This is an optimization exercise on Yosys and OpenROAD, whose aim is small area, not a production implementation. The RTL was checked by simulation tests, not by an equivalence proof against the original design. Power is estimated from default activity; no workload was simulated.

### flow/flow/run.sh
#!/bin/bash
# Layout: the standard flow, with an area-oriented ABC script, unit-size port buffers and a
# clock tree of small buffers without dummy loads. Adders are left to ABC (no ORFS adder map).
set -euo pipefail
W=$PWD
F=$W/flow
export BUFFER_PORTS_ARGS="-buffer_cell sky130_fd_sc_hd__buf_1"
export CTS_ARGS="-sink_clustering_enable -repair_clock_nets -dont_use_dummy_load -buf_list {sky130_fd_sc_hd__clkbuf_4}"
bash standard.sh SYNTH_SCRIPT=$F/synth.tcl ADDER_MAP_FILE= finish > $W/standard.log 2>&1
### flow/flow/abc_area.script
strash
&get -n
&fraig -x
&put
scorr
dc2
strash
&get -n
&deepsyn -I 4 -T 100 -S 1
&put
dch -f
amap
strash
&get -n
&deepsyn -I 2 -T 60 -S 3
&put
dch -f
amap
topo
### flow/constraint.sdc
create_clock -name core_clock -period 10.0 [get_ports {clk}]
set_input_delay 2.0000 -clock core_clock [delete_from_list [all_inputs] [get_ports {clk}]]
set_output_delay 2.0000 -clock core_clock [all_outputs]
set_load 0.01 [all_outputs]
### flow/config.mk
export PLATFORM = sky130hd
export DESIGN_NAME = vga_game
export DESIGN_NICKNAME = vga_game
export VERILOG_FILES = /design/flow/design.v
export SDC_FILE = /design/flow/constraint.sdc
export NUM_CORES = 4
export LEC_CHECK = 0
export ABC_AREA = 1
export CAP_MARGIN = 20
export CORE_MARGIN = 2
export CORE_UTILIZATION = 70
export PLACE_DENSITY = 0.8
export SLEW_MARGIN = 20
### flow/flow/synth.tcl
# Standard synthesis (synth_recipe.tcl), with an area-oriented ABC script in place of ORFS's.
set flow_dir [file dirname [file normalize [info script]]]
proc abc {args} {
  global flow_dir
  set i [lsearch $args -script]
  if {$i >= 0} { lset args [expr {$i + 1}] [file join $flow_dir abc_area.script] }
  yosys abc {*}$args
}
source [file join [file dirname $flow_dir] synth_recipe.tcl]
### flow/design.v
`timescale 1ns / 1ps
module vga_game(
    input clk, reset, higher_btn, lower_btn, confirm_btn,
    output [2:0] rgb_led, state,
    output o_hsync, o_vsync,
    output [3:0] o_red, o_green, o_blue,
    output [7:0] counter
    );
    function lfsr_fb(input [7:0] v);
        lfsr_fb = v[0] ^ v[2] ^ v[3] ^ v[4];
    endfunction
    reg [2:0] qh, ql;
    always @(posedge clk) begin
        qh <= {qh[1:0], higher_btn};
        ql <= {ql[1:0], lower_btn};
    end
    wire hp = qh[1] & qh[0] & ~qh[2];
    wire lp = ql[1] & ql[0] & ~ql[2];
    reg s2;
    reg [1:0] s10;
    wire [2:0] s = {s2, s10};
    reg f;
    reg [7:0] lfsr, rnum, cnt;
    wire st_idle  = (s == 3'b000);
    wire st_guess = (s[1:0] == 2'b01);
    wire st_get   = (s[1:0] == 2'b10);
    wire st_check = (s[1:0] == 2'b11);
    wire st_res   = (s == 3'b100);
    wire idle_d = (s[2:1] == 2'b00) & ~(s[0] & f);     
    wire over_d = (s == 3'b101) | (st_res & f);         
    wire play_d = ~idle_d & ~over_d;
    wire rst_d  = st_idle & ~f;                         
    wire right = s[2] ^ lfsr_fb(rnum);
    wire rng_en = st_idle | st_res | (st_guess & (hp | lp));
    always @(posedge clk or posedge reset) begin
        if (reset) begin
            s10 <= 2'b00;
            s2 <= 1'b0;
            f <= 1'b0;
            lfsr <= 8'd1;
            rnum <= 8'd0;
            cnt <= 8'd0;
        end else begin
            if (st_idle | st_res) s10 <= {1'b0, confirm_btn};
            else if (st_guess) s10 <= (hp | lp) ? 2'b10 : 2'b01;
            else if (st_get) s10 <= 2'b11;
            else s10 <= right ? 2'b01 : 2'b00;
            s2 <= st_res | (st_guess & lp & ~hp) | (st_get & s2) | (st_check & ~right);
            f <= ~(st_idle & confirm_btn) & ~(st_check & ~right);
            if (rng_en) lfsr <= {lfsr_fb(lfsr), lfsr[7:1]};
            if (st_idle) rnum <= 8'd0;
            else if (st_guess) rnum <= lfsr;
            else if (st_res & ~f) rnum <= {lfsr_fb(rnum), rnum[7:1]};
            if (st_idle) cnt <= 8'd0;
            else if (st_check & right) cnt <= cnt + 8'd1;
        end
    end
    assign state = {s[2] & ~s[1] & ~s[0], s[1:0]};
    assign counter = cnt;
    assign rgb_led = {~idle_d, play_d, play_d | (idle_d & ~rst_d)};
    reg [11:0] hc;
    wire [9:0] h = hc[11:2];
    reg [2:0] vr;
    reg [6:0] vq;
    wire hwrap = hc[11] & hc[10] & (&hc[6:0]);       
    wire vr_wrap = vr[2];                             
    always @(posedge clk or posedge reset) begin
        if (reset) begin
            hc <= 12'd3;
            vr <= 3'd0;
            vq <= 7'd0;
        end else begin
            if (hwrap) hc <= 12'd0;
            else hc <= hc + 12'd1;
            if (hwrap) vr <= vr_wrap ? 3'd0 : vr + 3'd1;
            if (hwrap & vr_wrap) vq <= (vq[6] & vq[5] & vq[3]) ? 7'd0 : vq + 7'd1;    
        end
    end
    assign o_hsync = ~((h >= (657)) && (h <= (751)));
    assign o_vsync = ~(vq == (491) / 5 && vr == (491) % 5);
    wire vtop = (((vq > (60) / 5) || (vq == (60) / 5 && vr >= (60) % 5)) && ((vq < (140) / 5) || (vq == (140) / 5 && vr <= (140) % 5)));
    wire vctr = (((vq > (185) / 5) || (vq == (185) / 5 && vr >= (185) % 5)) && ((vq < (265) / 5) || (vq == (265) / 5 && vr <= (265) % 5)));
    wire t0 = ((h >= (109)) && (h <= (131)));
    wire t1 = ((h >= (139)) && (h <= (161)));
    wire t2 = ((h >= (169)) && (h <= (191)));
    wire c0 = ((h >= (249)) && (h <= (291)));
    wire c1 = ((h >= (299)) && (h <= (341)));
    wire c2 = ((h >= (349)) && (h <= (391)));
    wire num_en = (vtop & (t0 | t1 | t2)) | (vctr & (c0 | c1 | c2));
    wire [7:0] num = vtop ? cnt : rnum;
    function [3:0] add3(input [3:0] x);    
        add3 = {x[3] | (x[2] & x[1]) | (x[2] & x[0]),
                (x[3] & x[0]) | (x[2] & ~x[1] & ~x[0]),
                (x[3] & ~x[0]) | (~x[2] & x[1]) | (x[1] & x[0]),
                (x[3] & ~x[0]) | (~x[3] & ~x[2] & x[0]) | (x[2] & x[1] & ~x[0])};
    endfunction
    wire [3:0] a1 = add3({1'b0, num[7:5]});
    wire [3:0] a2 = add3({a1[2:0], num[4]});
    wire [3:0] a3 = add3({a2[2:0], num[3]});
    wire [3:0] a4 = add3({a3[2:0], num[2]});
    wire [3:0] a5 = add3({a4[2:0], num[1]});
    wire [3:0] b1 = add3({1'b0, a1[3], a2[3], a3[3]});
    wire [3:0] b2 = add3({b1[2:0], a4[3]});
    wire [3:0] d_hun = {2'b00, b1[3], b2[3]};
    wire [3:0] d_ten = {b2[2:0], a5[3]};
    wire [3:0] d_one = {a5[2:0], num[0]};
    wire hx1 = (h >= 10'd136), hx2 = (h >= 10'd168), hx3 = (h >= 10'd192),
         hx4 = (h >= 10'd296), hx5 = (h >= 10'd344);
    wire sel_hun = ~hx1 | (hx3 & ~hx4);
    wire sel_ten = (hx1 & ~hx2) | (hx4 & ~hx5);
    wire [3:0] dig = sel_hun ? d_hun : sel_ten ? d_ten : d_one;
    wire hs = (h == (110)) || (h == (140)) || (h == (170)) || (h == (250)) || (h == (300)) || (h == (350));
    wire he = (h == (130)) || (h == (160)) || (h == (190)) || (h == (290)) || (h == (340)) || (h == (390));
    wire hin = ((h >= (110)) && (h <= (130))) || ((h >= (140)) && (h <= (160))) || ((h >= (170)) && (h <= (190))) ||
               ((h >= (250)) && (h <= (290))) || ((h >= (300)) && (h <= (340))) || ((h >= (350)) && (h <= (390)));
    wire vs = ((vq == (60) / 5 && vr == (60) % 5)) || ((vq == (185) / 5 && vr == (185) % 5));
    wire vm = ((vq == (100) / 5 && vr == (100) % 5)) || ((vq == (225) / 5 && vr == (225) % 5));
    wire ve = ((vq == (140) / 5 && vr == (140) % 5)) || ((vq == (265) / 5 && vr == (265) % 5));
    wire vu = vtop ? (((vq < (100) / 5) || (vq == (100) / 5 && vr <= (100) % 5))) : (((vq < (225) / 5) || (vq == (225) / 5 && vr <= (225) % 5)));
    wire vl = vtop ? (((vq > (100) / 5) || (vq == (100) / 5 && vr >= (100) % 5))) : (((vq > (225) / 5) || (vq == (225) / 5 && vr >= (225) % 5)));
    wire d3 = dig[3], d2 = dig[2], d1 = dig[1], d0 = dig[0];
    wire sg_t  = d3 | d1 | ~(d2 ^ d0);
    wire sg_m  = d3 | (d2 & ~(d1 & d0)) | (~d2 & d1);
    wire sg_b  = (~d2 & ~d0) | (d1 & ~d0) | (~d2 & d1) | (d2 & ~d1 & d0);
    wire sg_lu = d3 | (~d1 & ~d0) | (d2 & ~d1) | (d2 & ~d0);
    wire sg_ll = ~d0 & (~d2 | d1);
    wire sg_ru = ~d2 | ~(d1 ^ d0);
    wire sg_rl = d2 | ~d1 | d0;
    wire black = (sg_t & vs & hin) | (sg_m & vm & hin) | (sg_b & ve & hin) |
                 (sg_lu & hs & vu) | (sg_ll & hs & vl) | (sg_ru & he & vu) | (sg_rl & he & vl);
    reg gl;
    always @(posedge clk) gl <= ~(num_en & black);
    localparam [2:0] C_BLACK = 3'd0, C_WHITE = 3'd4, C_RED = 3'd3, C_GREEN = 3'd7, C_BLUE = 3'd2, C_PURPLE = 3'd6;
    reg [2:0] col, ncol;
    always @(posedge clk) col <= ncol;
    wire box1 = ((h >= (100)) && (h <= (200)) && ((vq > (50) / 5) || (vq == (50) / 5 && vr >= (50) % 5)) && ((vq < (150) / 5) || (vq == (150) / 5 && vr <= (150) % 5)));
    wire box2 = ((h >= (220)) && (h <= (420)) && ((vq > (175) / 5) || (vq == (175) / 5 && vr >= (175) % 5)) && ((vq < (275) / 5) || (vq == (275) / 5 && vr <= (275) % 5)));
    wire vbtn = (((vq > (300) / 5) || (vq == (300) / 5 && vr >= (300) % 5)) && ((vq < (400) / 5) || (vq == (400) / 5 && vr <= (400) % 5)));
    wire boxc = ((h >= (270)) && (h <= (370))) && vbtn;
    wire boxh = ((h >= (120)) && (h <= (220))) && vbtn;
    wire boxl = ((h >= (420)) && (h <= (520))) && vbtn;
    always @(*) begin
        if (!(h < 10'd640 && vq < 7'd96))
            ncol = C_BLACK;
        else if (box1) begin
            if ((h == (100)) || (h == (200)) || (vq == (50) / 5 && vr == (50) % 5) || (vq == (150) / 5 && vr == (150) % 5)) ncol = C_BLACK;
            else if (num_en) ncol = gl ? C_WHITE : C_BLACK;
            else ncol = C_WHITE;
        end else if (box2) begin
            if ((h == (220)) || (h == (420)) || (vq == (175) / 5 && vr == (175) % 5) || (vq == (275) / 5 && vr == (275) % 5)) ncol = C_BLACK;
            else if (num_en) ncol = gl ? C_WHITE : C_BLACK;
            else ncol = C_WHITE;
        end else if (!play_d) begin
            if (boxc) begin
                if ((h == (270)) || (h == (370)) || (vq == (300) / 5 && vr == (300) % 5) || (vq == (400) / 5 && vr == (400) % 5)) ncol = C_BLACK;
                else if ((h >= (290)) && (h <= (350)) && ((vq > (320) / 5) || (vq == (320) / 5 && vr >= (320) % 5)) && ((vq < (380) / 5) || (vq == (380) / 5 && vr <= (380) % 5)) &&
                         ((vq == (320) / 5 && vr == (320) % 5) || (vq == (380) / 5 && vr == (380) % 5) || (h == (290)))) ncol = C_GREEN;
                else ncol = C_WHITE;
            end else
                ncol = over_d ? C_RED : C_WHITE;
        end else begin
            if (boxh) begin
                if ((h == (120)) || (h == (220)) || (vq == (300) / 5 && vr == (300) % 5) || (vq == (400) / 5 && vr == (400) % 5)) ncol = C_BLACK;
                else if ((h >= (140)) && (h <= (200)) && ((vq > (320) / 5) || (vq == (320) / 5 && vr >= (320) % 5)) && ((vq < (380) / 5) || (vq == (380) / 5 && vr <= (380) % 5)) &&
                         ((vq == (350) / 5 && vr == (350) % 5) || (h == (140)) || (h == (200)))) ncol = C_BLUE;
                else ncol = C_WHITE;
            end else if (boxl) begin
                if ((h == (420)) || (h == (520)) || (vq == (300) / 5 && vr == (300) % 5) || (vq == (400) / 5 && vr == (400) % 5)) ncol = C_BLACK;
                else if ((h >= (440)) && (h <= (500)) && ((vq > (320) / 5) || (vq == (320) / 5 && vr >= (320) % 5)) && ((vq < (380) / 5) || (vq == (380) / 5 && vr <= (380) % 5)) &&
                         (((vq == (380) / 5 && vr == (380) % 5) && (h <= (470))) || (h == (440)))) ncol = C_BLUE;
                else ncol = C_WHITE;
            end else
                ncol = C_PURPLE;
        end
    end
    reg [11:0] orgb;
    always @(*) begin
        case (col)
            3'd0: orgb = {4'd0, 4'd0, 4'd0};
            3'd4: orgb = {4'd15, 4'd15, 4'd15};
            3'd3: orgb = {4'd15, 4'd0, 4'd0};
            3'd7: orgb = {4'd0, 4'd15, 4'd0};
            3'd2: orgb = {4'd0, 4'd0, 4'd15};
            3'd6: orgb = {4'd10, 4'd2, 4'd14};
            default: orgb = 12'd0;
        endcase
    end
    assign {o_red, o_green, o_blue} = orgb;
endmodule
### flow/standard.sh
#!/bin/bash
# synth_recipe.tcl (not shown) runs the flow's synth.tcl, then flattens the netlist and writes it again
# the make line also repeats each setting of config.mk as NAME=value (left out here)
make -C /OpenROAD-flow-scripts/flow DESIGN_CONFIG=/design/flow/config.mk WORK_HOME=/design/flow/orfs CLKGATE_MAP_FILE= SYNTH_SCRIPT=/design/flow/synth_recipe.tcl "${@:-finish}"
==> flow_metrics.env <==
export IMPL_outcome="complete, no violations"
export IMPL_vdd_drop_max_mv=0.2098
export IMPL_grt_busiest_layer="met2"
export IMPL_antenna_found_initial=0
export IMPL_fp_dieH_um=77.11
export IMPL_min_period_ns=4.803
export IMPL_start_util_pct=72.78
export IMPL_final_cell_mix="nor2_1 (117), clkinv_1 (85), dfrtp_1 (47)"
export IMPL_die_area_um2=5945
export IMPL_htreeDepth=3
export IMPL_synth_top_area_share_pct=31.44
export IMPL_dp_hpwl_um=7994
export IMPL_drt_initial_drc_count=632
export IMPL_fin_skew_ns=0.03085
export IMPL_clk_path_buf_depth=2
export IMPL_finalCritPeriodShare_pct=48.03
export IMPL_whs_path_depth=0
export IMPL_place_congestion=1.111
export IMPL_hold_viol=0
export IMPL_p_per_area_nw_per_um2=185.2
export IMPL_clk_pin_slew_ns=0.09
export IMPL_post_cts_buffers=0
export IMPL_drt_wl_total_um=10650
export IMPL_synthDistinctLibCells=42
export IMPL_synth_area_leaders="dfrtp_1 (31%), nor2_1 (12%), clkinv_1 (8.6%)"
export IMPL_ios=33
export IMPL_slowest_delay_ns=0.57
export IMPL_cp_slowest_cell="dfrtp_1"
export IMPL_root_buffer="clkbuf_4"
export IMPL_cp_max_fo=12
export IMPL_fmax_ghz=0.2082
export IMPL_rsz0062_at_grt="no"
export IMPL_synth_cells=521
export IMPL_grt_util_met3_pct=14.59
export IMPL_yosysSeqAreaShare_pct=38.90
export IMPL_layout_commonest_cell="nor2_1"
export IMPL_endpoint_kind="flop"
export IMPL_cts_resized_gates=0
export IMPL_worst_pin_slew_ns=0.8577
export IMPL_vias_per_cell=6.581
export IMPL_final_area_um2=3970
export IMPL_nNetsFinal=562
export IMPL_grt_max_degree=51
export IMPL_yosys_warnings=1
export IMPL_drtPass1Iterations=7
export IMPL_p_leak_nw=1.489
export IMPL_slew_viol_final=0
export IMPL_synth_area_um2=3741
export IMPL_place_area_um2=3896
export IMPL_dp_cells=616
export IMPL_numCtsBuffers=9
export IMPL_tritoncts="built"
export IMPL_ant_nets=0
export IMPL_cp_arrival_ns=5.09
export IMPL_yosysTopAreaCell="dfrtp_1"
export IMPL_cp_data_required_time_ns=10.28
export IMPL_stdcell_count=625
export IMPL_areaGrowthSynthToFinish_pct=6.120
export IMPL_wl_per_cell_um=17.04
export IMPL_crit_chain="clkinv_1 > o22ai_1 > clkinv_1 > nor2_1 > clkinv_1 > o21ai_0 > o21ai_0 > nor2_1 > clkinv_1 > o22ai_1 > nor2_1 > xnor2_1 > o21ai_0 > clkinv_1 > nor2_1 > a311oi_1 > a31o_1 > o311a_1 > nor3b_1 > nor2_1 > nand2b_1"
export IMPL_die_w_um=77.11
export IMPL_grt_overflow=0
export IMPL_avgSynthCellArea_um2=7.181
export IMPL_drive_gt1_share_pct=2.523
export IMPL_critical_path_class="reg -> reg"
export IMPL_grt_pass1_wl_um=17860
export IMPL_crit_path_start_kind="flop"
export IMPL_coreArea_um2=5140
export IMPL_grtUsageTotal_pct=37.81
export IMPL_finalSetupViolations=0
export IMPL_rows=26
export IMPL_dominantRegCellSynth="dfrtp_1"
export IMPL_postLayoutCoreUtil_pct=77.24
export IMPL_yosys_register_bits=60
export IMPL_max_slew_margin_pct=42.21
export IMPL_met1_usage_pct=46.31
export IMPL_vias=4113
export IMPL_synthArstFlopShare_pct=83.33
export IMPL_clkSinkCount=60
export IMPL_clock_latency_ns=0.42
export IMPL_grt_pass1_vias=3921
export IMPL_synth_enable_flop_cells=0
export IMPL_fin_tns_setup_ns=0
export IMPL_antennaDiodeCount=0
export IMPL_grt_use_met2_pct=60.44
export IMPL_numPortBuffers=32
export IMPL_r2r_cells=21
export IMPL_hold_buffers=0
export IMPL_drc_errors=0
export IMPL_cap_violations=0
export IMPL_worstHoldPathType="reg -> reg"
export IMPL_syn_num_nets=526
-- state kept, by name, indices dropped and copies added, names as in the netlist --
register  flops
vq            7
hc           12
cnt           8
ql            3
s10           2
vr            3
f             1
rnum          8
s2            1
qh            3
gl            1
lfsr          8
col           3
-- final cells by class --
type / count / area, um2
clock buffer: 9 / 67.56
fill: 411 / 1170
sequential: 60 / 1455
multi-input combinational: 368 / 1916
inverter: 86 / 324.1
tap: 70 / 87.58
timing repair buffer: 32 / 120.1
-- per-stage QoR --
stage	setup WS [ns]	power (mW)	hold slack [ns]
after detailed placement	5.418	0.6088	0.3441
final	5.197	0.7351	0.3614
after global routing	4.751	0.7817	0.3684
after floorplan	6.143	0.5426	0.3305
after global placement	5.760	0.5925	0.3370
after CTS	5.321	0.7256	0.3621
-- metal layers --
metal / vias up / part of all wire, %
met2: 291 / 45
met4: 0 / 4.1
li1: 1899 / -
met3: 69 / 12
met1: 1854 / 39
met5: - / 0
-- logic make-up (layout without fill, tap and decap cells) --
kind of cell	after synthesis	after routing	synth area share, %
AND/OR/NAND/NOR	202	202	22.88
AO/OA/AOI/OAI	165	165	27.96
buffers and inverters	93	127	10.03
flip-flops	60	60	38.90
XOR/XNOR	1	1	0.2342
-- path summary, 6_finish.rpt --
path	startpoint	slack [ns]	end
worst max-delay path	vq[5]	5.20	gl
worst min register to register	ql[0]	0.36	ql[1]
max in group asynchronous	reset	7.80	vr[0]
min in group asynchronous	reset	1.70	cnt[3]
worst max register to register	vq[5]	5.20	gl
worst min-delay path	ql[0]	0.36	ql[1]
-- power breakdown --
| group | leakage [nW] | switching [mW] | internal [mW] |
|---|---|---|---|
| Combinational | 0.724 | 0.184 | 0.0914 |
| Clock | 0.0414 | 0.0770 | 0.0417 |
| Sequential | 0.724 | 0.0494 | 0.292 |
-- critical path, delay by kind of cell, from the launching register on --
family / cells / cell delay (ns)
xor+xnor: 1 / 0.14
simple gates: 7 / 1.15
buf+inv: 5 / 1.04
compound gates: 8 / 1.74
flops: 1 / 0.57
-- cells in the mapped netlist (all sizes together), types with 2 or more instances --
cell type and count:
nor2 117, clkinv 86, dfrtp 47, o21ai 39
a21oi 35, nand2 32, nor3 27, o22ai 24
a211oi 12, dfxtp 10, a22oi 9, a31oi 9
buf 7, o21a 6, or2 6, nand3 4
nor4 4, a2111oi 3, a221oi 3, a311oi 3
dfstp 3, nor2b 3, o211ai 3, o221ai 3
o32ai 3, a31o 2, nand2b 2, nand4 2
o22a 2, o31ai 2, or4 2

static timing again, ports no longer ideal:
The results above use ideal ports. As a check the final layout listed here was re-extracted and re-timed, cells and wires unchanged.
Step 1 sets driving cells, clkbuf_16 on the clock port and buf_2 on the other inputs (assumed; they add their load-dependent delay and slew).
Step 2 also shifts input and output timing later by t, the mid clock arrival at the registers, as if the neighbouring blocks saw the same clock.
Three values: ideal, step 1, step 2; two values: the first two.
t (ns): 0.429
setup WS [ns]: 5.197 / 5.197 / 5.197
slew at the worst register clock pin (ns): 0.11 / 0.11
After both steps setup and hold are still met in this run. For this run, drivers alone change the setup slack by 0.000 ns; drivers and shift together by 0.000 ns.
